Background: an optimization exercise with open tools, aiming at small area. Do not read the settings as production practice. At most, simulation tests tie the RTL to the original design; equivalence was not proved. No functional check of the RTL was part of run 5. Power and IR drop assume default switching activity.

## flow/design.v

```verilog
module CalcMax #(parameter BuffLength = 8, parameter CW = 17) (Counters, MaxValue, MaxCount);
input  [BuffLength-1:0][CW-1:0] Counters;
output logic [2:0]    MaxValue;
output logic [CW-1:0] MaxCount;
logic [3:0][CW-1:0] v1;
logic [3:0]         i1;
logic [1:0][CW-1:0] v2;
logic [1:0][1:0]    i2;
logic               g3;
assign i1[0] = Counters[1] > Counters[0];
assign i1[1] = Counters[3] > Counters[2];
assign i1[2] = Counters[5] > Counters[4];
assign i1[3] = Counters[7] > Counters[6];
assign v1[0] = i1[0] ? Counters[1] : Counters[0];
assign v1[1] = i1[1] ? Counters[3] : Counters[2];
assign v1[2] = i1[2] ? Counters[5] : Counters[4];
assign v1[3] = i1[3] ? Counters[7] : Counters[6];
assign i2[0][1] = v1[1] > v1[0];
assign i2[1][1] = v1[3] > v1[2];
assign i2[0][0] = i2[0][1] ? i1[1] : i1[0];
assign i2[1][0] = i2[1][1] ? i1[3] : i1[2];
assign v2[0] = i2[0][1] ? v1[1] : v1[0];
assign v2[1] = i2[1][1] ? v1[3] : v1[2];
assign g3 = v2[1] > v2[0];
assign MaxCount = g3 ? v2[1] : v2[0];
assign MaxValue = g3 ? {1'b1, i2[1]} : {1'b0, i2[0]};
endmodule
module Scheduler
#(
	parameter RWIDTH = 15,
	parameter DATAWIDTH = 64,
	parameter ADDRESSWIDTH = 32,
	parameter BuffLength = 8,
	parameter BuffBits = $clog2(BuffLength),
	parameter Threshold = 16'h1000
)
(
	input logic [DATAWIDTH-1:0] DataIn,
	input logic [ADDRESSWIDTH-1:0] AddrIn,
	input logic rw_in,reset,clock,
	input logic done,valid,buff,
	input logic [BuffBits-1:0] tagfsm,
	output logic [DATAWIDTH-1:0] DataOut,
	output logic [ADDRESSWIDTH-1:0] AddrOut,
	output logic rw_out, full,refresh,ap,
	output logic start,
	output logic [BuffBits -1:0]tagread, tag,
	output logic PageMiss, PageEmpty,
	output logic [1:0] PageHit
);
localparam EW = 1 + RWIDTH + 2 + 7 + 2 + DATAWIDTH;
logic [BuffLength-1:0][EW-1:0]  Queue;
logic [BuffLength-1:0]          Queue_hit;       
logic [BuffLength-1:0]          Queue_rstcount;
logic [BuffLength-1:0][15:0]    Counters;
logic [BuffLength-1:0]          Freelist;        
logic [BuffLength-1:0]          ScheduledList;   
logic [15:0]             OpenRowValid;
logic [15:0][RWIDTH-1:0] OpenRowAddress;
assign refresh = 1'b0;
assign ap = 1'b0;
assign AddrOut[5:0] = 6'b0;
wire [RWIDTH-1:0] CurRow  = AddrOut[31:17];
wire [3:0]        CurBank = {AddrOut[7:6], AddrOut[16:15]};
function automatic [RWIDTH-1:0] e_row(input [EW-1:0] e);  e_row  = e[EW-2 -: RWIDTH]; endfunction
function automatic [3:0]        e_bank(input [EW-1:0] e); e_bank = {e[DATAWIDTH+1:DATAWIDTH], e[DATAWIDTH+10:DATAWIDTH+9]}; endfunction
function automatic [1:0]        e_bg(input [EW-1:0] e);   e_bg   = e[DATAWIDTH+1:DATAWIDTH]; endfunction
logic [BuffLength-1:0] WriteSel;
assign full = &Freelist;
logic [BuffBits-1:0]   Writeptr;
always_comb begin
	Writeptr = '0;
	for (int i = BuffLength-1; i >= 0; i--)
		if (!Freelist[i])
			Writeptr = i[BuffBits-1:0];
	WriteSel = '0;
	WriteSel[Writeptr] = !full;
end
assign tag = Writeptr;
wire [3:0] InBank = {AddrIn[7:6], AddrIn[16:15]};
wire InHit = OpenRowValid[InBank] && AddrIn[31:17] == OpenRowAddress[InBank];
always_ff @(posedge clock)
	for (int i = 0; i < BuffLength; i++)
		if (valid && WriteSel[i])
			Queue[i] <= {rw_in, AddrIn[31:17], AddrIn[16:15], AddrIn[14:8], AddrIn[7:6], DataIn};
always_ff @(posedge clock)
	for (int i = 0; i < BuffLength; i++)
		if (valid && WriteSel[i])
			Queue_hit[i] <= InHit;
		else if (start && e_bank(Queue[i]) == CurBank)
			Queue_hit[i] <= e_row(Queue[i]) == CurRow;
always_ff @(posedge clock)
	if (valid) begin
		for (int i = 0; i < BuffLength; i++)
			if (WriteSel[i])
				Queue_rstcount[i] <= 1'b1;
	end
	else
		Queue_rstcount <= '0;
always_ff @(posedge clock) begin
	if (reset)
		Freelist <= '0;
	else begin
		if (valid)
			Freelist[Writeptr] <= 1'b1;
		if (start && !rw_out)
			Freelist[tagread] <= 1'b0;
		if (buff)
			Freelist[tagfsm] <= 1'b0;
	end
end
always_ff @(posedge clock) begin
	if (reset)
		ScheduledList <= '0;
	else begin
		if (start && rw_out)
			ScheduledList[tagread] <= 1'b1;
		if (buff)
			ScheduledList[tagfsm] <= 1'b0;
	end
end
wire [BuffLength-1:0] Eligible = Freelist & ~ScheduledList;
always_ff @(posedge clock)
	for (int i = 0; i < BuffLength; i++)
		if (Queue_rstcount[i] || !Eligible[i])
			Counters[i] <= '0;
		else
			Counters[i] <= Counters[i] + 1'b1;
logic [BuffLength-1:0][16:0] EligibleCount;
always_comb
	for (int i = 0; i < BuffLength; i++)
		EligibleCount[i] = {Eligible[i], Eligible[i] ? Counters[i] : 16'd0};
logic [BuffBits-1:0] MaxValue;
logic [16:0] MaxCount;
CalcMax #(.BuffLength(BuffLength), .CW(17)) CM (EligibleCount, MaxValue, MaxCount);
wire checkthresh = MaxCount[16] && MaxCount[15:0] > Threshold;
logic [BuffLength-1:0] OpenPageLong, OpenPageShort;
always_comb
	for (int i = 0; i < BuffLength; i++) begin
		OpenPageLong[i]  = Queue_hit[i] && Eligible[i];
		OpenPageShort[i] = OpenPageLong[i] && e_bg(Queue[i]) != AddrOut[7:6];
	end
logic [BuffBits-1:0] PageHitIndS, PageHitIndL;
always_comb begin
	PageHitIndS = '0;
	PageHitIndL = '0;
	for (int i = BuffLength-1; i >= 0; i--) begin
		if (OpenPageShort[i]) PageHitIndS = i[BuffBits-1:0];
		if (OpenPageLong[i])  PageHitIndL = i[BuffBits-1:0];
	end
end
logic [BuffBits-1:0] NextTr;
always_comb
	if (checkthresh)            NextTr = MaxValue;
	else if (|OpenPageShort)    NextTr = PageHitIndS;
	else if (|OpenPageLong)     NextTr = PageHitIndL;
	else                        NextTr = MaxValue;
wire [EW-1:0] Next = Queue[NextTr];
wire NextHit = Queue_hit[NextTr];
wire NextOpen = OpenRowValid[e_bank(Next)];
wire issue = done && !start && |Eligible;
always_ff @(posedge clock)
	if (reset)
		start <= 1'b0;
	else
		start <= issue;
always_ff @(posedge clock)
	if (issue) begin
		tagread <= NextTr;
		{rw_out, AddrOut[31:17], AddrOut[16:15], AddrOut[14:8], AddrOut[7:6], DataOut} <= Next;
		PageHit <= {NextHit, NextHit && e_bg(Next) == AddrOut[7:6]};
		PageMiss <= !NextHit && NextOpen;
		PageEmpty <= !NextHit && !NextOpen;
	end
always_ff @(posedge clock)
	if (reset)
		OpenRowValid <= '0;
	else if (issue)
		OpenRowValid[e_bank(Next)] <= 1'b1;
always_ff @(posedge clock)
	if (issue)
		OpenRowAddress[e_bank(Next)] <= e_row(Next);
endmodule
```

## flow/run.sh

```bash
#!/bin/bash
# synth_recipe.tcl (not shown) runs the flow's synth.tcl, then flattens the netlist and writes it again
# the make line also repeats each setting of config.mk as NAME=value (left out here)
make -C /OpenROAD-flow-scripts/flow DESIGN_CONFIG=/design/flow/config.mk WORK_HOME=/design/flow/orfs CLKGATE_MAP_FILE= SYNTH_SCRIPT=/design/flow/synth_recipe.tcl finish
```

## flow/config.mk

```make
export PLATFORM = sky130hd
export DESIGN_NAME = Scheduler
export DESIGN_NICKNAME = Scheduler
export VERILOG_FILES = /design/flow/design.v
export SDC_FILE = /design/flow/constraint.sdc
export NUM_CORES = 4
export LEC_CHECK = 0
export CAP_MARGIN = 20
export CORE_MARGIN = 2
export CORE_UTILIZATION = 40
export PLACE_DENSITY = 0.6
export SLEW_MARGIN = 20
```

## flow/constraint.sdc

```tcl
create_clock -name core_clock -period 12.0 [get_ports {clock}]
set_input_delay 2.4000 -clock core_clock [delete_from_list [all_inputs] [get_ports {clock}]]
set_output_delay 2.4000 -clock core_clock [all_outputs]
set_load 0.01 [all_outputs]
```

==> results.cfg, run 1 <==
[critical_path]
critPathBufInv = 9
critPathMostFrequentCell = buf_4
worstPathRequired_ns = 12.52
critPathKind = flop to flop
crit_path_end_kind = flop
worst_path_max_delay_cell = dfxtp_1
path_delay_family = compound AO/OA/AOI/OAI gates
critPathLaunchType = flop
cpPeakStageDelay_ns = 0.48
crit_arrival_ns = 11.88
critPathMaxFanout = 23

[yosys]
synth_area_mm2 = 0.05860
yosysTopAreaCellShare_pct = 55.04
yosysSeqAreaShare_pct = 60.81
synth_commonest_cells = 1074 x edfxtp_1, 961 x nand2_1, 485 x nand3_1, 259 x nor2_1, 191 x clkbuf_1
synth-async-reset-ratio_pct = 0
synthCells = 4926
synth_edf_count = 1074
netlist-cell-type-count = 100
synth.largest_area_cell = edfxtp_1
syn_area_per_cell_um2 = 11.90
synth_area_leaders = edfxtp_1 55%, nand2_1 6.2%, dfxtp_1 5.8%, nand3_1 4.1%, ha_1 3.1%
yosys_warnings = 1
ys_ff_latch = 1243
synth_ff_type = edfxtp_1
yosysMostFrequentCell = edfxtp_1

[power_and_ir_drop]
p_comb_share_pct = 31.8
ir_worst_vdd_mv = 0.2354
p_seq_share_pct = 38.6
p_sw_w = 0.004934
p_total_w = 0.01391
netSwitchingFraction_pct = 35.47
power.internal_w = 0.008976
p_leak_nw = 23.36
powerDensity_mw_per_mm2 = 206.9
p_clk_share_pct = 29.6

[detailed_routing]
finalWirelength_um = 160300
num_vias = 39550
drc = 0
drtIter0Drc = 3498
dr.pass1.iters = 5
ant_nets = 0
wl_per_cell_um = 22.52
viasPerCell = 5.555

[timing]
maxSlewViolCount = 0
relSlewSlack_pct = 20.90
timing.hold.ws_ns = 0.4411
post-route-min-period_ns = 11.35
period_share_pct = 94.62
rsz0062_at_grt = false
hold_violations = 0
worst_pin_slew_ns = 1.186
fmax_ghz = 0.08807
finalSetupViolCount = 0
setup_tns_ns = 0
fin_worst_skew_ns = 0.06363

[floorplanning]
rows = 140
die_area_mm2 = 0.1496
die_h_um = 386.8
start_util_pct = 40.26
ios = 216
core_region_area_mm2 = 0.1456
fp.dieW_um = 386.8

[global_routing]
top_usage_layer = met2
grt_pass1_wl_um = 240600
grt_pass1_vias = 38420
met1_usage_pct = 28.66
grt_usage_pct = 20.91
antenna_found_initial = 10
grt_overflow_total = 0
grt_max_degree = 207
gr-usage-met3_pct = 3.406
gr-usage-met2_pct = 34.36

[cts]
numCtsBuffers = 137
post_cts_buffers = 0
clk_pin_slew_worst_paths_ns = 0.06
cts.sinks = 1243
htree_levels = 4
clk_latency_ns = 0.78
cts-root-buf = clkbuf_16
tritoncts = yes
clock_path_buffers = 3

[place]
place.gp.congestion = 0.8675
hpwl_um = 96340
post_dp_cell_area_mm2 = 0.06279
portBuffers = 201

[status]
outcome = no timing/DRC/antenna violations

[job]
cap_violations = 0

[final_layout]
n_fill_cell = 13120
area_growth_pct = 14.72
finalInstanceArea_mm2 = 0.06722
drive_gt1_share_pct = 9.504
nets = 5339

[min_path]
hold_class = flop to flop
cells by family after synthesis:
| family | count (synthesis) | synth area share [%] |
|---|---|---|
| DFF | 1243 | 60.81 |
| muxes | 229 | 5.780 |
| adders and majority gates | 144 | 3.075 |
| AOI/OAI and AO/OA | 660 | 8.255 |
| and+or+nand+nor | 2009 | 15.33 |
| other | 1 | 0.006399 |
| xor gates and xnor gates | 281 | 4.200 |
| buffers and inverters | 359 | 2.543 |
power groups by stage:
stage               sequential [W]  combinational, W  clock (W)
floorplan                  0.00542           0.00281          0
global placement           0.00546           0.00435          0
detailed placement         0.00546           0.00439          0
CTS                        0.00537           0.00441    0.00419
global route               0.00540           0.00477    0.00435
finish                     0.00537           0.00442    0.00411
routing by layer:
| layer | up-vias | wire (um) |
|---|---|---|
| li1 | 18470 | - |
| met1 | 19590 | 70500 |
| met2 | 1229 | 76610 |
| met3 | 241 | 9362 |
| met4 | 10 | 3751 |
| met5 | - | 67 |
state kept, by name, summed over array words and instances, names as in the netlist:
name and cells:
Queue 728, OpenRowAddress 240, Counters 128, DataOut 64
AddrOut 26, OpenRowValid 16, Freelist 8, Queue_hit 8
Queue_rstcount 8, ScheduledList 8, tagread 3, PageHit 2
PageEmpty 1, PageMiss 1, rw_out 1, start 1
worst reg2reg max path: cells and delay by family, from the launching register on:
family,cells,cell delay (ns)
mux,3,0.72
fa+ha+maj,4,1.40
compound gates,15,4.04
buf+inv,9,1.99
flops,1,0.48
simple gates,12,2.48
layout by cell type (no fill, tap or decap), drive strengths merged, types with 19 or more instances in the layout:
cell           count
edfxtp          1074
xor2             172
o21a              21
inv               78
o21ai            172
a32o              41
and2              77
nor4              33
a21o              28
clkinv            52
nand3            486
nor3              33
mux4              80
nand4             49
clkdlybuf4s50    198
dfxtp            169
mux2i             80
ha               144
a21oi            104
xnor2            109
and3              37
o2bb2ai          138
a22o              28
buf              106
clkbuf           176
nor2             264
mux2              69
a31oi             19
nand2            963
per-stage QoR:
| step | std cells | setup WS (ns) | util [%] |
|---|---|---|---|
| 2_1_floorplan | 4933 | 1.149 | - |
| 3_5_place_dp | 6866 | 0.4729 | 43.14 |
| 5_1_grt | 7118 | 0.03508 | 46.18 |
| 6_report | 7119 | 0.6455 | 46.18 |
| 3_3_place_gp | 6866 | 0.5843 | 43.14 |
| 4_1_cts | 7113 | 0.4208 | 46.15 |
what timing repair did:
item                       CTS  global route
hold buffers                 0             0
gates resized for setup      0             4
setup endpoints to repair    0            99
layout make-up:
class	instances	area [um2]	share of cell area (%)
flip-flops and latches	1243	35630	53.01
clock inverters	71	719.4	1.070
diodes	4	10.01	0.01489
repair buffers	304	2877	4.279
multi-input cells	3332	21610	32.15
well taps	1917	2399	3.568
clock buffers	176	3675	5.467
inverters	72	299.0	0.4448
path summary, 6_finish.rpt:
check                    startpoint                   to  slack, ns  cells past startpoint
hold / removal    Queue_rstcount[1]    Queue_rstcount[1]       0.44                      2
setup reg to reg        Freelist[0]  OpenRowAddress[149]       0.65                     43
setup / recovery        Freelist[0]  OpenRowAddress[149]       0.65                     43
hold reg to reg   Queue_rstcount[1]    Queue_rstcount[1]       0.44                      2
==> run 2, diff against run 1 <==
--- a/flow/design.v
+++ b/flow/design.v
@@ -1,28 +1 @@
-module CalcMax #(parameter BuffLength = 8, parameter CW = 17) (Counters, MaxValue, MaxCount);
-input  [BuffLength-1:0][CW-1:0] Counters;
-output logic [2:0]    MaxValue;
-output logic [CW-1:0] MaxCount;
-logic [3:0][CW-1:0] v1;
-logic [3:0]         i1;
-logic [1:0][CW-1:0] v2;
-logic [1:0][1:0]    i2;
-logic               g3;
-assign i1[0] = Counters[1] > Counters[0];
-assign i1[1] = Counters[3] > Counters[2];
-assign i1[2] = Counters[5] > Counters[4];
-assign i1[3] = Counters[7] > Counters[6];
-assign v1[0] = i1[0] ? Counters[1] : Counters[0];
-assign v1[1] = i1[1] ? Counters[3] : Counters[2];
-assign v1[2] = i1[2] ? Counters[5] : Counters[4];
-assign v1[3] = i1[3] ? Counters[7] : Counters[6];
-assign i2[0][1] = v1[1] > v1[0];
-assign i2[1][1] = v1[3] > v1[2];
-assign i2[0][0] = i2[0][1] ? i1[1] : i1[0];
-assign i2[1][0] = i2[1][1] ? i1[3] : i1[2];
-assign v2[0] = i2[0][1] ? v1[1] : v1[0];
-assign v2[1] = i2[1][1] ? v1[3] : v1[2];
-assign g3 = v2[1] > v2[0];
-assign MaxCount = g3 ? v2[1] : v2[0];
-assign MaxValue = g3 ? {1'b1, i2[1]} : {1'b0, i2[0]};
-endmodule
 module Scheduler
@@ -122,16 +95,51 @@
 wire [BuffLength-1:0] Eligible = Freelist & ~ScheduledList;
-always_ff @(posedge clock)
-	for (int i = 0; i < BuffLength; i++)
-		if (Queue_rstcount[i] || !Eligible[i])
+localparam [15:0] AgeThresh = 16'h9ed6;
+localparam [15:0] AgeLast   = 16'h8000;
+function automatic [15:0] age_step(input [15:0] c);
+	age_step = {c[14:0], c[15] ^ c[13] ^ c[12] ^ c[10] ^ ~|c[14:0]};
+endfunction
+logic [BuffLength-1:0] Clear;    
+logic [BuffLength-1:0] Zero;     
+logic [BuffLength-1:0] Over;
+always_comb
+	for (int i = 0; i < BuffLength; i++) begin
+		Clear[i] = Queue_rstcount[i] || !Eligible[i];
+		Zero[i] = Clear[i] || Counters[i] == AgeLast;
+	end
+always_ff @(posedge clock)
+	for (int i = 0; i < BuffLength; i++) begin
+		if (Clear[i])
 			Counters[i] <= '0;
 		else
-			Counters[i] <= Counters[i] + 1'b1;
-logic [BuffLength-1:0][16:0] EligibleCount;
+			Counters[i] <= age_step(Counters[i]);
+		Over[i] <= !Zero[i] && (Over[i] || Counters[i] == AgeThresh);
+	end
+logic [BuffLength-1:0][BuffLength-1:0] Older, Beats;
+logic [BuffLength-1:0] MaxSel;       
+genvar gi, gj;
+generate
+	for (gi = 0; gi < BuffLength; gi++) begin : g_row
+		for (gj = 0; gj < BuffLength; gj++) begin : g_col
+			if (gj < gi) begin : g_lo
+				always_ff @(posedge clock)
+					Older[gi][gj] <= !Zero[gi] && (Zero[gj] || Older[gi][gj]);
+				assign Beats[gi][gj] = !Eligible[gj] || Older[gi][gj];
+			end
+			else if (gj > gi) begin : g_hi
+				assign Older[gi][gj] = 1'b0;
+				assign Beats[gi][gj] = !Eligible[gj] || !Older[gj][gi];
+			end
+			else begin : g_eq
+				assign Older[gi][gj] = 1'b0;
+				assign Beats[gi][gj] = Eligible[gi];
+			end
+		end
+		assign MaxSel[gi] = &Beats[gi];
+	end
+endgenerate
+logic [BuffLength-1:0] ThresholdCrossed;
 always_comb
 	for (int i = 0; i < BuffLength; i++)
-		EligibleCount[i] = {Eligible[i], Eligible[i] ? Counters[i] : 16'd0};
-logic [BuffBits-1:0] MaxValue;
-logic [16:0] MaxCount;
-CalcMax #(.BuffLength(BuffLength), .CW(17)) CM (EligibleCount, MaxValue, MaxCount);
-wire checkthresh = MaxCount[16] && MaxCount[15:0] > Threshold;
+		ThresholdCrossed[i] = Eligible[i] && Over[i];
+wire checkthresh = |ThresholdCrossed;
 logic [BuffLength-1:0] OpenPageLong, OpenPageShort;
@@ -142,19 +150,29 @@
 	end
-logic [BuffBits-1:0] PageHitIndS, PageHitIndL;
+logic [BuffLength-1:0] FirstS, FirstL, Sel;
 always_comb begin
-	PageHitIndS = '0;
-	PageHitIndL = '0;
+	FirstS = '0;
+	FirstL = '0;
 	for (int i = BuffLength-1; i >= 0; i--) begin
-		if (OpenPageShort[i]) PageHitIndS = i[BuffBits-1:0];
-		if (OpenPageLong[i])  PageHitIndL = i[BuffBits-1:0];
-	end
-end
+		if (OpenPageShort[i]) FirstS = 8'd1 << i;
+		if (OpenPageLong[i])  FirstL = 8'd1 << i;
+	end
+end
+always_comb
+	if (checkthresh)            Sel = MaxSel;
+	else if (|OpenPageShort)    Sel = FirstS;
+	else if (|OpenPageLong)     Sel = FirstL;
+	else                        Sel = MaxSel;
 logic [BuffBits-1:0] NextTr;
-always_comb
-	if (checkthresh)            NextTr = MaxValue;
-	else if (|OpenPageShort)    NextTr = PageHitIndS;
-	else if (|OpenPageLong)     NextTr = PageHitIndL;
-	else                        NextTr = MaxValue;
-wire [EW-1:0] Next = Queue[NextTr];
-wire NextHit = Queue_hit[NextTr];
+logic [EW-1:0] Next;
+logic NextHit;
+always_comb begin
+	NextTr = '0;
+	Next = '0;
+	NextHit = 1'b0;
+	for (int i = 0; i < BuffLength; i++) begin
+		NextTr = NextTr | ({BuffBits{Sel[i]}} & i[BuffBits-1:0]);
+		Next = Next | ({EW{Sel[i]}} & Queue[i]);
+		NextHit = NextHit | (Sel[i] & Queue_hit[i]);
+	end
+end
 wire NextOpen = OpenRowValid[e_bank(Next)];
--- a/flow/config.mk
+++ b/flow/config.mk
@@ -9,4 +9,5 @@
 export CORE_MARGIN = 2
-export CORE_UTILIZATION = 40
-export PLACE_DENSITY = 0.6
+export CORE_UTILIZATION = 65
+export CTS_BUF_LIST = sky130_fd_sc_hd__clkbuf_4 sky130_fd_sc_hd__clkbuf_8
+export PLACE_DENSITY = 0.75
 export SLEW_MARGIN = 20
==> results.cfg, run 2 <==
[status]
outcome = no timing/DRC/antenna violations

[power_and_ir_drop]
ir_worst_vdd_mv = 0.1280
p_leak_nw = 19.33
powerDensity_mw_per_mm2 = 170.7

[critical_path]
critPathKind = flop to flop
crit_arrival_ns = 8.20
reg2reg_to = OpenRowAddress[199]
critPathMaxFanout = 46
r2r_start = Freelist[0]
crit_path_end_kind = flop
critPathLaunchType = flop
r2r_slack_ns = 4.39
r2r_cells = 15
worstPathRequired_ns = 12.59

[timing]
finalSetupViolCount = 0
post-route-min-period_ns = 7.607
worst_pin_slew_ns = 1.246
timing.final.ws_setup_ns = 4.393
setup_tns_ns = 0
maxSlewViolCount = 0
rsz0062_at_grt = false
timing.hold.ws_ns = 0.4471
fin_worst_skew_ns = 0.04375
hold_violations = 0
relSlewSlack_pct = 16.72
fmax_ghz = 0.1315
period_share_pct = 63.39

[min_path]
hold_class = flop to flop
worstHoldStart = Queue_rstcount[5]
hold_depth = 1
hold_path_end = Counters[80]

[yosys]
yosysMostFrequentCell = edfxtp_1
yosysSeqAreaShare_pct = 69.76
synth_area_mm2 = 0.05211
synthCells = 3282
synth_area_leaders = edfxtp_1 62%, dfxtp_1 7.9%, a22oi_1 4.3%, mux4_2 3.5%, a32o_1 3.5%
synth-async-reset-ratio_pct = 0
synth.largest_area_cell = edfxtp_1
yosys_warnings = 29
syn_area_per_cell_um2 = 15.88
synth_ff_type = edfxtp_1
netlist-cell-type-count = 96
synth_edf_count = 1074
yosysTopAreaCellShare_pct = 61.89
synth_commonest_cells = 1074 x edfxtp_1, 301 x a22oi_1, 205 x dfxtp_1, 180 x a32o_1, 136 x and2_1
ys_ff_latch = 1279

[detailed_routing]
dr.pass1.iters = 6
viasPerCell = 6.795
wl_per_cell_um = 28.67
finalWirelength_um = 135800
drc = 0
ant_nets = 0
drtIter0Drc = 4371
num_vias = 32170

[floorplanning]
core_region_area_mm2 = 0.07913
fp.dieW_um = 287.1
rows = 103
start_util_pct = 65.86
ios = 216
die_area_mm2 = 0.08245
die_h_um = 287.1

[final_layout]
nets = 3637
drive_gt1_share_pct = 14.94
largest_reg_flops = 728
fin_util_pct = 74.34
n_fill_cell = 4818
reg.largest.list = Queue x728, OpenRowAddress x240, Counters x128
area_growth_pct = 12.89
top_register = Queue
layout_common_cells = 1074 x edfxtp_1, 301 x a22oi_1, 208 x clkbuf_8
final_common_cell = edfxtp_1
register_area_mm2 = 0.03635
multiInputGateArea_mm2 = 0.01468

[global_routing]
antenna_found_initial = 10
grt_pass1_wl_um = 202200
grt_max_degree = 186
grt_pass1_vias = 32810
grt_usage_pct = 33.12
grt_overflow_total = 0

[cts]
tritoncts = yes
cts-root-buf = clkbuf_8
cts.sinks = 1279
clock_path_buffers = 3
clk_latency_ns = 0.87
clk_pin_slew_worst_paths_ns = 0.06
htree_levels = 4
post_cts_buffers = 0
holdBufCountCts = 0
numCtsBuffers = 197
postCtsResizedCells = 0

[job]
cap_violations = 0

[place]
hpwl_um = 78690
portBuffers = 201
place_ws_ns = 4.463
place.gp.congestion = 0.9290
-- run 2: cell count changes in the layout (fill, tap and decap cells not counted), sizes merged, moves of 60 or more --
cell     previous run  this run
nand2             963        87
nand3             486        61
a22oi               3       301
nor2              264        98
o21ai             172        29
a32o               41       180
ha                144        13
o2bb2ai           138        17
clkbuf            176       270
a21oi             104        35
mux2i              80        12
and2               77       137
-- run 2: kinds of logic after synthesis --
group                    after synthesis  synth area share (%)
XOR/XNOR                             209                 3.578
multiplexers                         147                 5.028
AND/OR/NAND/NOR                      644                 7.157
flip-flops                          1279                 69.76
adder cells (fa/ha/maj)               13                0.3121
buffers and inverters                258                 2.355
AO/OA/AOI/OAI                        731                 11.80
other                                  1              0.007196
-- run 2: worst max-delay path: stages (launching register included) --
cell	delay (ns)
dfxtp_1	0.43
nand2b_1	0.39
o2111ai_1	0.17
or2_1	0.43
o2111ai_2	0.43
nand3_4	0.68
buf_4	0.62
a22o_1	0.37
a221o_1	0.37
or2_1	0.40
inv_2	0.35
ha_1	0.32
inv_1	0.23
nor2_2	0.67
nand3_1	0.87
a32o_1	0.54
-- run 2: worst max-delay path by stage --
stage / start / to / slack, ns / depth (start not counted)
final: Freelist[0] / OpenRowAddress[199] / 4.39 / 15
after global routing: Freelist[0] / OpenRowAddress[224] / 4.15 / 16
after CTS: ScheduledList[0] / OpenRowAddress[5] / 4.46 / 14
after detailed placement: ScheduledList[0] / OpenRowAddress[1] / 4.46 / 14
after global placement: ScheduledList[0] / OpenRowAddress[120] / 4.49 / 16
after floorplan: done / OpenRowValid[11] / 0.17 / 5
-- run 2: power by group --
group / internal (W) / leakage [nW] / total, W / switching, W
Combinational: 0.000478 / 5.79 / 0.00129 / 0.000811
Sequential: 0.00506 / 11.5 / 0.00516 / 0.000101
Clock: 0.00193 / 2.06 / 0.00359 / 0.00166
-- run 2: cell type report --
type                    count  share of cell area, %
flip-flops and latches   1279                  61.80
diodes                     10                0.04254
inverters                  42                 0.2893
multi-input cells        1752                  24.95
well taps                1050                  2.233
repair buffers            247                  4.039
clock inverters            85                 0.9933
clock buffers             270                  5.658
-- run 2: through the flow --
stage | cells | total power, W | instance area (um2)
final | 4735 | 0.01004 | 58830
after global routing | 4733 | 0.01035 | 58820
after CTS | 4722 | 0.01005 | 58770
after detailed placement | 4367 | 0.006513 | 54860
after global placement | 4366 | 0.006467 | 54830
after floorplan | 3289 | 0.006087 | 52160
-- run 2: routing by layer --
layer,wire (um),part of all wire (%),vias to the layer above,GRT usage [%]
met5,33,0.024,-,0
met4,5057,3.7,6,14.75
met3,15130,11,306,7.730
met2,65270,48,2000,52.66
met1,50270,37,16090,44.10
li1,-,-,13770,-
==> run 3, diff against run 2 <==
--- a/flow/config.mk
+++ b/flow/config.mk
@@ -10,3 +10,2 @@
 export CORE_UTILIZATION = 65
-export CTS_BUF_LIST = sky130_fd_sc_hd__clkbuf_4 sky130_fd_sc_hd__clkbuf_8
 export PLACE_DENSITY = 0.75
==> results.cfg, run 3 <==
[cts]
postCtsResizedCells = 0
tritoncts = yes
htree_levels = 4
clock_path_buffers = 3
holdBufCountCts = 0
clk_pin_slew_worst_paths_ns = 0.06
numCtsBuffers = 130
post_cts_buffers = 0
cts.sinks = 1279
clk_latency_ns = 0.72
cts-root-buf = clkbuf_16

[place]
hpwl_um = 78690
place.gp.congestion = 0.9290
portBuffers = 201
place_ws_ns = 4.463

[detailed_routing]
viasPerCell = 6.959
num_vias = 32040
finalWirelength_um = 136400
dr.pass1.iters = 6
wl_per_cell_um = 29.62
ant_nets = 0
drc = 0
drtIter0Drc = 4437

[critical_path]
worstPathRequired_ns = 12.46
critPathLaunchType = flop
r2r_cells = 15
critPathMaxFanout = 46
crit_arrival_ns = 7.99
crit_path_end_kind = flop
reg2reg_to = OpenRowAddress[196]
r2r_slack_ns = 4.47
r2r_start = ScheduledList[0]
critPathKind = flop to flop

[final_layout]
layout_common_cells = 1074 x edfxtp_1, 301 x a22oi_1, 205 x dfxtp_1
final_common_cell = edfxtp_1
top_register = Queue
largest_reg_flops = 728
nets = 3571
drive_gt1_share_pct = 12.27
area_growth_pct = 13.49
reg.largest.list = Queue x728, OpenRowAddress x240, Counters x128

[power_and_ir_drop]
ir_worst_vdd_mv = 0.1407
p_leak_nw = 19.35
powerDensity_mw_per_mm2 = 177.1

[min_path]
worstHoldStart = Queue_rstcount[5]
hold_class = flop to flop
hold_path_end = Counters[80]
hold_depth = 1

[timing]
worst_pin_slew_ns = 1.249
rsz0062_at_grt = false
fmax_ghz = 0.1328
post-route-min-period_ns = 7.532
period_share_pct = 62.77
hold_violations = 0
finalSetupViolCount = 0
fin_worst_skew_ns = 0.03318
relSlewSlack_pct = 16.73
maxSlewViolCount = 0
timing.final.ws_setup_ns = 4.468
setup_tns_ns = 0

[floorplanning]
die_h_um = 287.1
fp.dieW_um = 287.1
core_region_area_mm2 = 0.07913
rows = 103
start_util_pct = 65.86
die_area_mm2 = 0.08245
ios = 216

[global_routing]
grt_pass1_wl_um = 202900
grt_max_degree = 186
antenna_found_initial = 3
grt_usage_pct = 33.20
grt_overflow_total = 0
grt_pass1_vias = 32320

[yosys]
synth_area_leaders = edfxtp_1 62%, dfxtp_1 7.9%, a22oi_1 4.3%, mux4_2 3.5%, a32o_1 3.5%
synthCells = 3282
syn_area_per_cell_um2 = 15.88
synth_ff_type = edfxtp_1
synth.largest_area_cell = edfxtp_1
netlist-cell-type-count = 96
yosysTopAreaCellShare_pct = 61.89
ys_ff_latch = 1279
synth_commonest_cells = 1074 x edfxtp_1, 301 x a22oi_1, 205 x dfxtp_1, 180 x a32o_1, 136 x and2_1
synth-async-reset-ratio_pct = 0
yosysMostFrequentCell = edfxtp_1
synth_edf_count = 1074
yosys_warnings = 29
synth_area_mm2 = 0.05211
yosysSeqAreaShare_pct = 69.76

[job]
cap_violations = 0

[status]
outcome = no timing/DRC/antenna violations
-- run 3: cell types whose count changed in the layout (fill, tap and decap cells not counted), sizes merged --
cell / delta
clkbuf: -113
clkinv: -21
diode: -8
bufinv: +6
inv: +4
buf: +1
-- run 3: power breakdown --
part	switching [W]	leakage, nW	internal [W]	total (W)
Clock	0.00171	2.07	0.00231	0.00402
Combinational	0.000813	5.80	0.000480	0.00129
Sequential	0.000102	11.5	0.00506	0.00516
-- run 3: how the worst max path moves through the flow --
| stage | from | endpoint | slack, ns | depth (start not counted) |
|---|---|---|---|---|
| floorplan | done | OpenRowValid[11] | 0.17 | 5 |
| global placement | ScheduledList[0] | OpenRowAddress[120] | 4.49 | 16 |
| detailed placement | ScheduledList[0] | OpenRowAddress[1] | 4.46 | 14 |
| CTS | ScheduledList[0] | OpenRowAddress[5] | 4.46 | 14 |
| global route | Freelist[0] | OpenRowAddress[224] | 4.16 | 16 |
| finish | ScheduledList[0] | OpenRowAddress[196] | 4.47 | 15 |
-- run 3: routing by layer --
layer | vias up | wire length, um | global-route usage, %
li1 | 13630 | - | -
met1 | 16150 | 51080 | 44.85
met2 | 1959 | 66300 | 53.67
met3 | 292 | 13860 | 6.286
met4 | 2 | 5115 | 13.76
met5 | - | 8 | 0
-- run 3: kinds of logic after synthesis --
logic type / after synthesis / synth area share, %
other cells: 1 / 0.007196
mux: 147 / 5.028
xor+xnor: 209 / 3.578
flops: 1279 / 69.76
fa+ha+maj: 13 / 0.3121
buf+inv: 258 / 2.355
simple gates: 644 / 7.157
compound gates: 731 / 11.80
-- run 3: final cells by class --
class,count,area (um2)
Sequential cell,1279,36350
Timing Repair Buffer,248,2400
Fill cell,4734,19990
Tap cell,1050,1314
Multi-Input combinational cell,1752,14680
Clock inverter,74,827.0
Inverter,42,170.2
Antenna cell,2,5.005
Clock buffer,157,3396
-- run 3: metrics by stage --
stage	total power, W	instances	hold WS (ns)	area (um2)	util (%)
floorplan	0.006087	3289	0.4206	52160	-
global placement	0.006467	4366	0.4358	54830	69.30
detailed placement	0.006513	4367	0.4345	54860	69.32
CTS	0.01047	4598	0.4401	59080	74.66
global route	0.01075	4604	0.4661	59140	74.74
finish	0.01047	4604	0.4436	59140	74.74
-- run 3: worst max-delay path, cell delays in order (launching register included) --
cell,delay (ns)
dfxtp_1,0.41
nand2b_1,0.39
o2111ai_1,0.17
or2_1,0.43
o2111ai_2,0.43
nand3_4,0.66
buf_4,0.63
a22o_1,0.37
a221o_1,0.37
or2_1,0.40
inv_2,0.34
ha_1,0.31
inv_1,0.22
nor2_2,0.66
nand3_1,0.85
a32o_1,0.55
==> run 4, diff against run 3 <==
--- a/flow/design.v
+++ b/flow/design.v
@@ -53,3 +53,13 @@
 wire [3:0] InBank = {AddrIn[7:6], AddrIn[16:15]};
-wire InHit = OpenRowValid[InBank] && AddrIn[31:17] == OpenRowAddress[InBank];
+logic [RWIDTH-1:0] InOpenRow;
+logic InOpen;
+always_comb begin
+	InOpenRow = '0;
+	InOpen = 1'b0;
+	for (int b = 0; b < 16; b++) begin
+		InOpenRow = InOpenRow | ({RWIDTH{InBank == b}} & OpenRowAddress[b]);
+		InOpen = InOpen | (InBank == b && OpenRowValid[b]);
+	end
+end
+wire InHit = InOpen && AddrIn[31:17] == InOpenRow;
 always_ff @(posedge clock)
@@ -184,2 +194,11 @@
 		start <= issue;
+wire [EW-1:0] OutReg = {rw_out, AddrOut[31:17], AddrOut[16:15], AddrOut[14:8], AddrOut[7:6], DataOut};
+logic [EW-1:0] OutNext;
+always_comb begin
+	OutNext = {EW{!issue}} & OutReg;
+	for (int i = 0; i < BuffLength; i++)
+		OutNext = OutNext | ({EW{issue && Sel[i]}} & Queue[i]);
+end
+always_ff @(posedge clock)
+	{rw_out, AddrOut[31:17], AddrOut[16:15], AddrOut[14:8], AddrOut[7:6], DataOut} <= OutNext;
 always_ff @(posedge clock)
@@ -187,3 +206,2 @@
 		tagread <= NextTr;
-		{rw_out, AddrOut[31:17], AddrOut[16:15], AddrOut[14:8], AddrOut[7:6], DataOut} <= Next;
 		PageHit <= {NextHit, NextHit && e_bg(Next) == AddrOut[7:6]};
@@ -198,4 +216,5 @@
 always_ff @(posedge clock)
-	if (issue)
-		OpenRowAddress[e_bank(Next)] <= e_row(Next);
+	for (int b = 0; b < 16; b++)
+		if (issue && e_bank(Next) == b)
+			OpenRowAddress[b] <= e_row(Next);
 endmodule
--- a/flow/config.mk
+++ b/flow/config.mk
@@ -9,4 +9,4 @@
 export CORE_MARGIN = 2
-export CORE_UTILIZATION = 65
-export PLACE_DENSITY = 0.75
+export CORE_UTILIZATION = 70
+export PLACE_DENSITY = 0.8
 export SLEW_MARGIN = 20
==> results.cfg, run 4 <==
[status]
outcome = no timing/DRC/antenna violations

[timing]
rsz0062_at_grt = false
fmax_ghz = 0.1524
finalSetupViolCount = 0
period_share_pct = 54.69
hold_violations = 0
post-route-min-period_ns = 6.563
maxSlewViolCount = 0
worst_pin_slew_ns = 1.238
timing.final.ws_setup_ns = 5.437
fin_worst_skew_ns = 0.04453
relSlewSlack_pct = 17.50
setup_tns_ns = 0

[detailed_routing]
ant_nets = 0
num_vias = 30310
finalWirelength_um = 123900
dr.pass1.iters = 8
wl_per_cell_um = 28.15
routed.top_layer = met5
dr_wl_met3_um = 13790
route.met2.wl_um = 61410
drtIter0Drc = 4661
viasPerCell = 6.885
wl_met1_um = 43820
drc = 0

[critical_path]
cp_cell_sequence = clkdlybuf4s50_1 -> nand2_1 -> nor2_2 -> a22o_1 -> a221oi_1 -> nand4_1 -> xnor2_1 -> o21ai_0 -> nor3_1 -> nand4_1 -> o21ai_0
worstPathRequired_ns = 12.47
critPathKind = primary input to flop
crit_path_end_kind = flop
critPathMaxFanout = 16
crit_arrival_ns = 7.04
worst_path_max_delay_cell = clkdlybuf4s50_1
cpPeakStageDelay_ns = 1.16
critPathLaunchType = primary input

[min_path]
hold_class = flop to flop

[cts]
clk_latency_ns = 0.71
clock_path_buffers = 3
clk_pin_slew_worst_paths_ns = 0.07
numCtsBuffers = 117
cts-root-buf = clkbuf_16
cts.sinks = 1279
htree_levels = 3
tritoncts = yes
post_cts_buffers = 0
holdBufCountCts = 0
postCtsResizedCells = 0

[global_routing]
grt_usage_pct = 34.88
grt_pass1_wl_um = 184200
grt_overflow_total = 0
grt_pass1_vias = 31010
antenna_found_initial = 12
grt_max_degree = 83

[power_and_ir_drop]
ir_worst_vdd_mv = 0.1537
p_leak_nw = 18.63
powerDensity_mw_per_mm2 = 194.0

[final_layout]
drive_gt1_share_pct = 9.132
nets = 3540
layout_common_cells = 983 x edfxtp_1, 296 x dfxtp_1, 257 x nand2_1
reg.largest.list = Queue x728, OpenRowAddress x240, Counters x128
area_growth_pct = 15.00
top_register = Queue
fin_util_pct = 81.61
final_common_cell = edfxtp_1
largest_reg_flops = 728

[floorplanning]
start_util_pct = 70.97
ios = 216
fp.dieW_um = 265.6
die_area_mm2 = 0.07056
rows = 95
core_region_area_mm2 = 0.06751
die_h_um = 265.6

[yosys]
synth.largest_area_cell = edfxtp_1
synth_edf_count = 983
synth_ff_type = edfxtp_1
synth_commonest_cells = 983 x edfxtp_1, 296 x dfxtp_1, 257 x nand2_1, 161 x a21oi_1, 138 x a222oi_1
yosysSeqAreaShare_pct = 73.97
netlist-cell-type-count = 74
synthCells = 3223
syn_area_per_cell_um2 = 14.87
yosysTopAreaCellShare_pct = 61.61
synth_area_leaders = edfxtp_1 62%, dfxtp_1 12%, a222oi_1 2.9%, xor2_1 2.3%, nand2_1 2.0%
yosysMostFrequentCell = edfxtp_1
yosys_warnings = 29
synth-async-reset-ratio_pct = 0
synth_area_mm2 = 0.04791
ys_ff_latch = 1279

[place]
place.gp.congestion = 0.9282
place_ws_ns = 5.017
hpwl_um = 70780
portBuffers = 201

[job]
cap_violations = 0
==> run 4: cell type report <==
cell class	count	area, um2
Antenna cell	4	10.01
Clock buffer	157	3333
Clock inverter	66	814.5
Fill cell	3497	12410
Inverter	29	116.4
Multi-Input combinational cell	1749	11910
Sequential cell	1279	35440
Tap cell	873	1092
Timing Repair Buffer	246	2376
==> run 4: cells by family after synthesis <==
family          synth area share, %
compound gates                10.82
xor+xnor                      3.839
fa+ha+maj                    0.3395
buf+inv                       1.718
flops                         73.97
mux                          0.4439
other cells                0.007826
simple gates                  8.855
==> run 4: critical path: cells and delay by family <==
| family | cells | cell delay (ns) |
|---|---|---|
| xor gates and xnor gates | 1 | 0.12 |
| buffers and inverters | 1 | 1.16 |
| AOI/OAI and AO/OA | 4 | 0.91 |
| and+or+nand+nor | 5 | 2.42 |
==> run 4: power by group <==
| part | switching (W) | internal [W] | total, W |
|---|---|---|---|
| combinational | 0.000870 | 0.000578 | 0.00145 |
| sequential | 0.000243 | 0.00507 | 0.00531 |
| clock | 0.00164 | 0.00228 | 0.00393 |
| total | 0.00275 | 0.00793 | 0.0107 |
==> run 4: metal layers <==
| layer | global-route usage [%] | up-vias |
|---|---|---|
| met3 | 7.647 | 343 |
| met5 | 0 | - |
| met1 | 44.49 | 14920 |
| met2 | 57.86 | 2027 |
| met4 | 16.06 | 14 |
| li1 | - | 13010 |
==> run 4: final timing paths <==
check | startpoint | depth (start not counted) | slack (ns) | to
max | AddrIn[6] | 11 | 5.44 | Queue_hit[7]
min | Queue_rstcount[3] | 1 | 0.43 | Counters[48]
max reg2reg | AddrOut[7] | 11 | 6.35 | OpenRowAddress[192]
min reg2reg | Queue_rstcount[3] | 1 | 0.43 | Counters[48]
==> run 4: per-stage QoR <==
stage | instance area (um2) | total power, W | std cells | hold WS (ns)
after global routing | 55100 | 0.01095 | 4403 | 0.4514
after CTS | 55050 | 0.01066 | 4396 | 0.4357
after detailed placement | 50900 | 0.006794 | 4173 | 0.4347
after floorplan | 47940 | 0.006076 | 3230 | 0.4206
final | 55100 | 0.01069 | 4403 | 0.4336
after global placement | 50860 | 0.006728 | 4171 | 0.4331
==> run 5, diff against run 4 <==
--- a/flow/design.v
+++ b/flow/design.v
@@ -82,24 +82,20 @@
 		Queue_rstcount <= '0;
-always_ff @(posedge clock) begin
-	if (reset)
-		Freelist <= '0;
-	else begin
-		if (valid)
-			Freelist[Writeptr] <= 1'b1;
-		if (start && !rw_out)
-			Freelist[tagread] <= 1'b0;
-		if (buff)
-			Freelist[tagfsm] <= 1'b0;
-	end
-end
-always_ff @(posedge clock) begin
-	if (reset)
-		ScheduledList <= '0;
-	else begin
-		if (start && rw_out)
-			ScheduledList[tagread] <= 1'b1;
-		if (buff)
-			ScheduledList[tagfsm] <= 1'b0;
-	end
-end
+always_ff @(posedge clock)
+	for (int i = 0; i < BuffLength; i++)
+		if (reset)
+			Freelist[i] <= 1'b0;
+		else if (buff && tagfsm == i)
+			Freelist[i] <= 1'b0;
+		else if (start && !rw_out && tagread == i)
+			Freelist[i] <= 1'b0;
+		else if (valid && WriteSel[i])
+			Freelist[i] <= 1'b1;
+always_ff @(posedge clock)
+	for (int i = 0; i < BuffLength; i++)
+		if (reset)
+			ScheduledList[i] <= 1'b0;
+		else if (buff && tagfsm == i)
+			ScheduledList[i] <= 1'b0;
+		else if (start && rw_out && tagread == i)
+			ScheduledList[i] <= 1'b1;
 wire [BuffLength-1:0] Eligible = Freelist & ~ScheduledList;
@@ -187,3 +183,8 @@
 end
-wire NextOpen = OpenRowValid[e_bank(Next)];
+logic NextOpen;
+always_comb begin
+	NextOpen = 1'b0;
+	for (int b = 0; b < 16; b++)
+		NextOpen = NextOpen | (e_bank(Next) == b && OpenRowValid[b]);
+end
 wire issue = done && !start && |Eligible;
@@ -213,4 +214,6 @@
 		OpenRowValid <= '0;
-	else if (issue)
-		OpenRowValid[e_bank(Next)] <= 1'b1;
+	else
+		for (int b = 0; b < 16; b++)
+			if (issue && e_bank(Next) == b)
+				OpenRowValid[b] <= 1'b1;
 always_ff @(posedge clock)
--- a/flow/config.mk
+++ b/flow/config.mk
@@ -10,2 +10,4 @@
 export CORE_UTILIZATION = 70
+export CTS_CLUSTER_DIAMETER = 100
+export CTS_CLUSTER_SIZE = 30
 export PLACE_DENSITY = 0.8
==> results.cfg, run 5 <==
[power_and_ir_drop]
p_leak_nw = 16.90
ir_worst_vdd_mv = 0.1858
power.internal_w = 0.006525
p_sw_w = 0.002350
netSwitchingFraction_pct = 26.48
p_comb_share_pct = 16.4
p_seq_share_pct = 60.3
p_clk_share_pct = 23.3
powerDensity_mw_per_mm2 = 170.6

[cts]
clk_pin_slew_worst_paths_ns = 0.11
post_cts_buffers = 0
clock_path_buffers = 3
clk_latency_ns = 0.66
postCtsResizedCells = 0
cts-root-buf = clkbuf_16
htree_levels = 2
holdBufCountCts = 0
cts.sinks = 1279
tritoncts = yes
numCtsBuffers = 48

[floorplanning]
rows = 95
start_util_pct = 70.73
ios = 216
die_area_mm2 = 0.07008
core_region_area_mm2 = 0.06728
die_h_um = 264.7
fp.dieW_um = 264.7

[timing]
finalSetupViolCount = 0
post-route-min-period_ns = 6.290
hold_violations = 0
fin_worst_skew_ns = 0.03705
rsz0062_at_grt = false
maxSlewViolCount = 0
timing.hold.ws_ns = 0.4554
timing.final.ws_setup_ns = 5.710
fmax_ghz = 0.1590
period_share_pct = 52.42
relSlewSlack_pct = 22.03
worst_pin_slew_ns = 1.168
setup_tns_ns = 0

[final_layout]
area_growth_pct = 9.318
n_fill_cell = 3889
drive_gt1_share_pct = 5.069
final_common_cell = edfxtp_1
fin_util_pct = 77.32
largest_reg_flops = 728
layout_common_cells = 983 x edfxtp_1, 296 x dfxtp_1, 201 x clkdlybuf4s50_1
nets = 3402
top_register = Queue
reg.largest.list = Queue x728, OpenRowAddress x240, Counters x128

[yosys]
synth-simple-area-share_pct = 8.866
synth-async-reset-ratio_pct = 0
synth_commonest_cells = 983 x edfxtp_1, 296 x dfxtp_1, 199 x nand2_1, 133 x a22oi_1, 124 x nor2_1
yosysTopAreaCellShare_pct = 62.03
syn_area_per_cell_um2 = 15.04
yosysMostFrequentCell = edfxtp_1
synth_ff_type = edfxtp_1
synthAdderAreaFrac_pct = 0.02629
muxShareOfSynthArea_pct = 0.08414
synth-xor-area-share_pct = 3.718
ys_ff_latch = 1279
yosys_warnings = 29
netlist-cell-type-count = 80
synth_edf_count = 983
synth_area_leaders = edfxtp_1 62%, dfxtp_1 12%, a222oi_1 2.4%, xnor2_1 2.2%, a22oi_1 2.1%
synthCells = 3163
synth.largest_area_cell = edfxtp_1
synth_top_family_by_area = compound AO/OA/AOI/OAI gates
synth_area_mm2 = 0.04759
synth_compound_area_share_pct = 11.04
yosysSeqAreaShare_pct = 74.48

[detailed_routing]
num_vias = 29210
finalWirelength_um = 119000
dr.pass1.iters = 9
viasPerCell = 6.934
drc = 0
wl_per_cell_um = 28.25
ant_nets = 0
drtIter0Drc = 4301

[status]
outcome = no timing/DRC/antenna violations

[critical_path]
cpPeakStageDelay_ns = 1.03
path_delay_family = simple AND/OR/NAND/NOR gates
critPathLaunchType = primary input
critPathMostFrequentCell = nand4_1
r2r_slack_ns = 6.44
crit_path_end_kind = flop
crit_arrival_ns = 6.76
worst_path_max_delay_cell = clkdlybuf4s50_1
critPathMaxFanout = 16
cp_cell_sequence = clkdlybuf4s50_1 -> nand2b_1 -> nor2_2 -> a22o_1 -> a221oi_1 -> nand4_1 -> xnor2_1 -> nand4_1 -> or4_1 -> o21ai_0
critPathBufInv = 1
worstPathRequired_ns = 12.47
critPathKind = primary input to flop

[place]
place_ws_ns = 5.201
hpwl_um = 69110
portBuffers = 201
place.gp.congestion = 0.9497

[job]
cap_violations = 0

[global_routing]
grt_max_degree = 82
grt_pass1_wl_um = 176800
grt_pass1_vias = 29080
grt_overflow_total = 0
antenna_found_initial = 9
grt_usage_pct = 33.86

[min_path]
hold_class = flop to flop
[run 5: cell count changes in the layout (fill, tap and decap cells not counted), sizes merged, moves of 13 or more]
| cell | change |
|---|---|
| a22oi | +56 |
| nand3 | +18 |
| clkbuf | -73 |
| clkinv | -40 |
| a222oi | -22 |
| mux2i | -15 |
| a21oi | -119 |
| nand2 | -57 |
| nor2 | +13 |
| nand4 | +29 |
| xnor2 | +35 |
| o21ai | +71 |
| bufinv | -14 |
| xor2 | -43 |
[run 5: cell families (layout without fill, tap and decap cells)]
kind of cell | count (synthesis) | in the layout
buffers and inverters | 203 | 367
adder cells (fa/ha/maj) | 1 | 1
AO/OA/AOI/OAI | 659 | 659
other | 1 | 13
multiplexers | 4 | 4
AND/OR/NAND/NOR | 814 | 814
flip-flops | 1279 | 1279
XOR/XNOR | 202 | 202
[run 5: routing by layer]
| layer | global-route usage (%) | wire length (um) |
|---|---|---|
| met1 | 47.19 | 44720 |
| met2 | 55.36 | 57120 |
| met3 | 5.499 | 13110 |
| met4 | 11.51 | 3994 |
| met5 | 0 | 56 |
[run 5: final timing paths]
path | startpoint | end | depth (start not counted)
setup / recovery | AddrIn[7] | Queue_hit[4] | 10
hold / removal | Queue_rstcount[0] | Counters[0] | 1
hold reg to reg | Queue_rstcount[0] | Counters[0] | 1
setup reg to reg | ScheduledList[0] | OpenRowAddress[63] | 10
[run 5: power by group through the flow]
stage | Sequential (W) | Combinational (W) | Clock (W)
after global placement | 0.00543 | 0.00140 | 0
final | 0.00535 | 0.00146 | 0.00207
after floorplan | 0.00538 | 0.000747 | 0
after global routing | 0.00538 | 0.00155 | 0.00221
after CTS | 0.00534 | 0.00144 | 0.00208
after detailed placement | 0.00544 | 0.00143 | 0
[run 5: cell type report]
type                            instances  area (um2)  area share, %
Antenna cell                            5       12.51        0.02405
Clock buffer                           84        1379          2.651
Clock inverter                          4       56.30         0.1082
Inverter                               31       133.9         0.2574
Multi-Input combinational cell       1688       11530          22.17
Sequential cell                      1279       35440          68.14
Tap cell                              873        1092          2.100
Timing Repair Buffer                  248        2369          4.553
[run 5: per-stage QoR]
step	std cells	area, um2	power, W
floorplan	3170	47610	0.006128
global placement	4118	50550	0.006823
detailed placement	4118	50560	0.006874
CTS	4206	51990	0.008861
global route	4212	52020	0.009137
finish	4212	52020	0.008876
[run 5: worst reg2reg max path: cells and delay by family, from the launching register on]
| family | cells | cell delay (ns) |
|---|---|---|
| buf+inv | 1 | 0.38 |
| flops | 1 | 0.42 |
| compound gates | 4 | 1.81 |
| simple gates | 5 | 2.66 |
==> run 6, diff against run 5 <==
--- a/flow/design.v
+++ b/flow/design.v
@@ -101,6 +101,9 @@
 wire [BuffLength-1:0] Eligible = Freelist & ~ScheduledList;
-localparam [15:0] AgeThresh = 16'h9ed6;
-localparam [15:0] AgeLast   = 16'h8000;
+localparam [15:0] AgePol    = 16'haaaa;
+localparam [15:0] AgeThresh = 16'h9ed6 ^ AgePol;
+localparam [15:0] AgeLast   = 16'h8000 ^ AgePol;
 function automatic [15:0] age_step(input [15:0] c);
-	age_step = {c[14:0], c[15] ^ c[13] ^ c[12] ^ c[10] ^ ~|c[14:0]};
+	logic [15:0] t;
+	t = c ^ AgePol;
+	age_step = {t[14:0], t[15] ^ t[13] ^ t[12] ^ t[10] ^ ~|t[14:0]} ^ AgePol;
 endfunction
@@ -117,3 +120,3 @@
 		if (Clear[i])
-			Counters[i] <= '0;
+			Counters[i] <= AgePol;
 		else
--- a/flow/config.mk
+++ b/flow/config.mk
@@ -11,3 +11,3 @@
 export CTS_CLUSTER_DIAMETER = 100
-export CTS_CLUSTER_SIZE = 30
+export CTS_CLUSTER_SIZE = 25
 export PLACE_DENSITY = 0.8
==> results.cfg, run 6 <==
[yosys]
synthCells = 3158
yosysTopAreaCellShare_pct = 62.40
synth_ff_type = edfxtp_1
yosysMostFrequentCell = edfxtp_1
synth_commonest_cells = 983 x edfxtp_1, 296 x dfxtp_1, 217 x nand2_1, 198 x nor2_1, 148 x a22oi_1
synth-async-reset-ratio_pct = 0
yosys_warnings = 29
synth_edf_count = 983
synth_area_mm2 = 0.04731
ys_ff_latch = 1279
synth.largest_area_cell = edfxtp_1
yosysSeqAreaShare_pct = 74.93
netlist-cell-type-count = 70
syn_area_per_cell_um2 = 14.98
synth_area_leaders = edfxtp_1 62%, dfxtp_1 13%, xnor2_1 2.5%, a22oi_1 2.3%, a221oi_1 2.1%

[detailed_routing]
drc = 0
viasPerCell = 7.000
dr.pass1.iters = 8
ant_nets = 0
finalWirelength_um = 120200
num_vias = 29600
drtIter0Drc = 4080
wl_per_cell_um = 28.42

[min_path]
worstHoldStart = Counters[40]
hold_class = flop to flop

[floorplanning]
core_region_area_mm2 = 0.06704
start_util_pct = 70.56
rows = 95
ios = 216
die_h_um = 264.0
fp.dieW_um = 264.0
die_area_mm2 = 0.06967

[global_routing]
grt_max_degree = 73
grt_pass1_wl_um = 178600
grt_pass1_vias = 29620
antenna_found_initial = 13
grt_overflow_total = 0
grt_usage_pct = 34.12

[timing]
finalSetupViolCount = 0
setup_tns_ns = 0
fmax_ghz = 0.1607
maxSlewViolCount = 0
relSlewSlack_pct = 20.31
timing.final.ws_setup_ns = 5.778
hold_violations = 0
fin_worst_skew_ns = 0.02208
post-route-min-period_ns = 6.222
period_share_pct = 51.85
rsz0062_at_grt = false
worst_pin_slew_ns = 1.195

[final_layout]
reg.largest.list = Queue x728, OpenRowAddress x240, Counters x128
top_register = Queue
layout_common_cells = 983 x edfxtp_1, 296 x dfxtp_1, 215 x nand2_1
drive_gt1_share_pct = 5.584
area_growth_pct = 10.17
largest_reg_flops = 728
nets = 3412
final_common_cell = edfxtp_1

[critical_path]
reg2reg_to = OpenRowAddress[15]
critPathKind = primary input to flop
startpoint = AddrIn[15]
crit_arrival_ns = 6.72
critPathLaunchType = primary input
r2r_start = Freelist[0]
crit_end = Queue_hit[3]
crit_path_end_kind = flop
critPathMostFrequentCell = nand4_1
cp_cell_sequence = clkdlybuf4s50_1 -> nand2_1 -> nor2_2 -> a22o_1 -> a221oi_1 -> nand4_1 -> xnor2_1 -> nand4_1 -> or4_1 -> o21ai_0
critPathMaxFanout = 16
cpPeakStageDelay_ns = 1.07
worst_path_max_delay_cell = clkdlybuf4s50_1
worstPathRequired_ns = 12.50
r2r_cells = 10
r2r_slack_ns = 6.05

[status]
outcome = no timing/DRC/antenna violations

[cts]
tritoncts = yes
cts.sinks = 1279
postCtsResizedCells = 0
cts-root-buf = clkbuf_16
htree_levels = 2
clock_path_buffers = 3
holdBufCountCts = 0
numCtsBuffers = 57
post_cts_buffers = 0
clk_pin_slew_worst_paths_ns = 0.11
clk_latency_ns = 0.68

[place]
place_ws_ns = 5.197
portBuffers = 201
hpwl_um = 69710
place.gp.congestion = 0.9271

[power_and_ir_drop]
powerDensity_mw_per_mm2 = 173.7
ir_worst_vdd_mv = 0.1601
p_leak_nw = 16.71
p_total_w = 0.009052

[job]
cap_violations = 0
==> run 6: changes by cell type in the layout (fill, tap and decap cells not counted), sizes merged, moves of 18 or more <==
| cell | before | now |
|---|---|---|
| nor3 | 22 | 45 |
| a222oi | 116 | 81 |
| a221oi | 81 | 114 |
| xnor2 | 117 | 137 |
| nor4 | 46 | 28 |
| o21ai | 96 | 77 |
| and2 | 126 | 9 |
| nor2 | 124 | 198 |
| xor2 | 85 | 58 |
==> run 6: routing by layer <==
| metal | wire, um | global-route usage (%) |
|---|---|---|
| met5 | 96 | 0 |
| met4 | 4693 | 14.14 |
| met3 | 13250 | 6.534 |
| met2 | 57690 | 55.53 |
| met1 | 44460 | 45.90 |
==> run 6: cells by family (layout without fill, tap and decap cells) <==
kind of cell	count (synthesis)	in the layout	synth area share (%)
AO/OA/AOI/OAI	654	654	11.03
flip-flops	1279	1279	74.93
adder cells (fa/ha/maj)	1	1	0.02645
other	1	15	0.007927
buffers and inverters	197	381	1.690
AND/OR/NAND/NOR	820	820	8.464
XOR/XNOR	195	195	3.610
multiplexers	11	11	0.2486
==> run 6: how the worst min path moves through the flow <==
stage          slack, ns  cells after the start       endpoint
2_1_floorplan       0.35                      1  Counters[105]
3_3_place_gp        0.35                      1  Counters[105]
3_5_place_dp        0.36                      1   Counters[41]
4_1_cts             0.39                      1  Counters[105]
5_1_grt             0.39                      1  Counters[105]
6_report            0.39                      1   Counters[41]
==> run 6: through the flow <==
step	hold slack, ns	cells	instance area, um2	utilization (%)
floorplan	0.3527	3165	47330	-
global placement	0.3550	4116	50360	75.13
detailed placement	0.3619	4118	50390	75.17
CTS	0.3870	4220	52060	77.66
global route	0.3945	4227	52110	77.73
finish	0.3881	4229	52120	77.74
==> run 6: layout make-up <==
cell class                 instances  area (um2)
sequential                      1279       35440
fill                            3844       14920
multi-input combinational       1689       11340
timing repair buffer             256        2447
clock buffer                      99        1605
tap                              873        1092
inverter                          23       102.6
clock inverter                     3       68.82
antenna                            7       17.52
==> run 6: worst max-delay path, delay by kind of cell <==
| kind | cells | cell delay (ns) |
|---|---|---|
| and+or+nand+nor | 5 | 2.44 |
| buffers and inverters | 1 | 1.07 |
| AOI/OAI and AO/OA | 3 | 0.63 |
| xor gates and xnor gates | 1 | 0.17 |
==> run 6: power by group <==
group	leakage, nW	internal [W]	switching (W)
registers	11.3	0.00508	0.000269
logic	4.58	0.000640	0.000824
clock network	0.791	0.000925	0.00131
total	16.7	0.00665	0.00240
==> run 7, diff against run 6 <==
==> flow/flow/run.sh (new file) <==
#!/bin/bash
# Standard ORFS layout, with two changes: port buffers use the smallest
# buffer cell, and clock tree synthesis inserts no dummy loads.
set -euo pipefail
bash standard.sh \
  "BUFFER_PORTS_ARGS=-buffer_cell sky130_fd_sc_hd__buf_1" \
  "CTS_ARGS=-sink_clustering_enable -repair_clock_nets -dont_use_dummy_load" \
  finish > flow_make.log 2>&1
==> flow/standard.sh (new file) <==
#!/bin/bash
# synth_recipe.tcl (not shown) runs the flow's synth.tcl, then flattens the netlist and writes it again
# the make line also repeats each setting of config.mk as NAME=value (left out here)
make -C /OpenROAD-flow-scripts/flow DESIGN_CONFIG=/design/flow/config.mk WORK_HOME=/design/flow/orfs CLKGATE_MAP_FILE= SYNTH_SCRIPT=/design/flow/synth_recipe.tcl "${@:-finish}"
--- a/flow/config.mk
+++ b/flow/config.mk
@@ -10,4 +10,2 @@
 export CORE_UTILIZATION = 70
-export CTS_CLUSTER_DIAMETER = 100
-export CTS_CLUSTER_SIZE = 25
 export PLACE_DENSITY = 0.8
removed: flow/run.sh
==> results.cfg, run 7 <==
[status]
outcome = no timing/DRC/antenna violations

[timing]
maxSlewViolCount = 0
worst_pin_slew_ns = 1.237
fmax_ghz = 0.1632
period_share_pct = 51.07
post-route-min-period_ns = 6.128
hold_violations = 0
fin_worst_skew_ns = 0.1083
setup_tns_ns = 0
rsz0062_at_grt = false
relSlewSlack_pct = 17.42
finalSetupViolCount = 0
timing.hold.ws_ns = 0.3289

[cts]
clock_path_buffers = 3
cts.sinks = 1279
postCtsResizedCells = 0
numCtsBuffers = 118
holdBufCountCts = 0
post_cts_buffers = 0
clk_latency_ns = 0.70
clk_pin_slew_worst_paths_ns = 0.06
tritoncts = yes
cts-root-buf = clkbuf_16
htree_levels = 3

[final_layout]
nets = 3470
fin_util_pct = 77.72
area_growth_pct = 10.14
multiInputGateArea_mm2 = 0.01133
final_common_cell = edfxtp_1
drive_gt1_share_pct = 7.168
largest_reg_flops = 728
n_fill_cell = 3771
layout_common_cells = 983 x edfxtp_1, 296 x dfxtp_1, 215 x nand2_1
top_register = Queue
reg.largest.list = Queue x728, OpenRowAddress x240, Counters x128
finalInstanceArea_mm2 = 0.05210
register_area_mm2 = 0.03544

[global_routing]
grt_overflow_total = 0
antenna_found_initial = 9
grt_pass1_vias = 30520
grt_usage_pct = 35.31
grt_pass1_wl_um = 183700
grt_max_degree = 73

[yosys]
synth-async-reset-ratio_pct = 0
yosysTopAreaCellShare_pct = 62.40
yosys_warnings = 29
synth_ff_type = edfxtp_1
synth_top_family_by_area = compound AO/OA/AOI/OAI gates
synthCells = 3158
yosysSeqAreaShare_pct = 74.93
syn_area_per_cell_um2 = 14.98
synth-simple-area-share_pct = 8.464
yosysMostFrequentCell = edfxtp_1
synth_area_mm2 = 0.04731
muxShareOfSynthArea_pct = 0.2486
synth.largest_area_cell = edfxtp_1
synth_edf_count = 983
synthAdderAreaFrac_pct = 0.02645
netlist-cell-type-count = 70
ys_ff_latch = 1279
synth-xor-area-share_pct = 3.610
synth_area_leaders = edfxtp_1 62%, dfxtp_1 13%, xnor2_1 2.5%, a22oi_1 2.3%, a221oi_1 2.1%
synth_commonest_cells = 983 x edfxtp_1, 296 x dfxtp_1, 217 x nand2_1, 198 x nor2_1, 148 x a22oi_1
synth_compound_area_share_pct = 11.03

[power_and_ir_drop]
p_clk_share_pct = 32.2
p_leak_nw = 16.81
powerDensity_mw_per_mm2 = 187.5
netSwitchingFraction_pct = 26.04
p_sw_w = 0.002544
ir_worst_vdd_mv = 0.1657
power.internal_w = 0.007226
p_total_w = 0.009770
p_comb_share_pct = 12.9
p_seq_share_pct = 54.9

[critical_path]
worstPathRequired_ns = 12.43
critPathMostFrequentCell = nand4_1
critPathLaunchType = primary input
crit_arrival_ns = 6.55
crit_path_end_kind = flop
critPathMaxFanout = 16
cpPeakStageDelay_ns = 1.05
cp_cell_sequence = buf_1 -> nand2_1 -> nor2_2 -> a22o_1 -> a221oi_1 -> nand4_1 -> xnor2_1 -> nand4_1 -> or4_1 -> o21ai_0
worst_path_max_delay_cell = nor2_2
critPathKind = primary input to flop

[detailed_routing]
wl_per_cell_um = 29.17
num_vias = 30000
viasPerCell = 7.075
drtIter0Drc = 4049
dr.pass1.iters = 8
finalWirelength_um = 123700
drc = 0
ant_nets = 0

[floorplanning]
start_util_pct = 70.56
die_area_mm2 = 0.06967
ios = 216
die_h_um = 264.0
fp.dieW_um = 264.0
rows = 95
core_region_area_mm2 = 0.06704

[place]
portBuffers = 201
post_dp_cell_area_mm2 = 0.04908
hpwl_um = 69590
place.gp.congestion = 0.9225

[min_path]
hold_class = flop to flop

[job]
cap_violations = 0
run 7: cell types whose count changed in the layout (fill, tap and decap cells not counted), sizes merged:
cell           change
clkdlybuf4s50    -201
clkinv             -3
clkbuf            +19
buf              +198
diode              -1
run 7: path summary, 6_finish.rpt:
check / to / startpoint / slack (ns) / cells after the start
setup / recovery: Queue_hit[4] / AddrIn[16] / 5.87 / 10
hold / removal: Counters[65] / Counters[64] / 0.33 / 1
setup reg to reg: AddrOut[27] / AddrOut[6] / 6.07 / 10
hold reg to reg: Counters[65] / Counters[64] / 0.33 / 1
run 7: cell families (layout without fill, tap and decap cells):
family | after synthesis | count (layout)
adder cells (fa/ha/maj) | 1 | 1
flip-flops | 1279 | 1279
AND/OR/NAND/NOR | 820 | 820
XOR/XNOR | 195 | 195
other | 1 | 14
multiplexers | 11 | 11
AO/OA/AOI/OAI | 654 | 654
buffers and inverters | 197 | 394
run 7: final cells by class:
type,instances,area share [%]
tap,873,2.097
multi-input combinational,1689,21.74
clock buffer,118,5.668
inverter,23,0.1993
antenna,6,0.02882
sequential,1279,68.03
timing repair buffer,253,2.233
run 7: per-stage QoR:
step | cells | setup slack (ns)
2_1_floorplan | 3165 | 1.685
3_3_place_gp | 4114 | 5.533
3_5_place_dp | 4114 | 5.358
4_1_cts | 4232 | 5.941
5_1_grt | 4238 | 5.735
6_report | 4241 | 5.872
run 7: routing by layer:
metal	vias to the layer above	track usage (%)	part of all wire (%)
met5	-	0	0.047
met4	8	15.63	3.8
met3	356	7.019	11
met2	2027	57.54	48
met1	14840	46.82	37
li1	12770	-	-
run 7: worst max-delay path, delay by kind of cell:
kind / cells / cell delay (ns)
xor+xnor: 1 / 0.15
compound gates: 3 / 0.58
simple gates: 5 / 2.61
buf+inv: 1 / 0.79
run 7: power groups by stage:
stage          Combinational (W)  Sequential, W  Clock [W]
4_1_cts                  0.00123        0.00535    0.00315
6_report                 0.00126        0.00536    0.00315
3_5_place_dp             0.00122        0.00544          0
3_3_place_gp             0.00118        0.00542          0
5_1_grt                  0.00134        0.00538    0.00331
2_1_floorplan           0.000754        0.00536          0

==> separate check: timing with driven ports <==
No port has a modelled driver above. Below, the same layouts with a new extraction and two added sets of constraints. Step 1 assumes that a clkbuf_16 drives the clock port and a buf_2 every other input. Step 2, shift: input delay + t, output delay - t, t = (earliest + latest rising clock arrival at the registers) / 2. This alone moves slack from input paths to output paths. a / b / c = ideal ports / drivers / drivers and shift; a / b = the first two.
run	shift t [ns]	slack for setup (ns)	hold WS [ns]
run 1	0.821	0.646 / 0.646 / 0.646	0.441 / 0.441 / 0.441
run 2	0.911	4.393 / 4.393 / 4.393	0.447 / 0.447 / 0.447
run 3	0.776	4.468 / 4.468 / 4.468	0.444 / 0.444 / 0.444
run 4	0.750	5.437 / 5.474 / 4.724	0.434 / 0.434 / 0.434
run 5	0.710	5.710 / 5.670 / 4.960	0.455 / 0.455 / 0.455
run 6	0.736	5.778 / 5.821 / 5.085	0.388 / 0.388 / 0.388
run 7	0.717	5.872 / 5.908 / 5.191	0.329 / 0.329 / 0.329
After both steps every run listed still meets setup and hold. For run 5, which loses most, drivers alone change the setup slack by -0.040 ns; drivers and shift together by -0.750 ns.
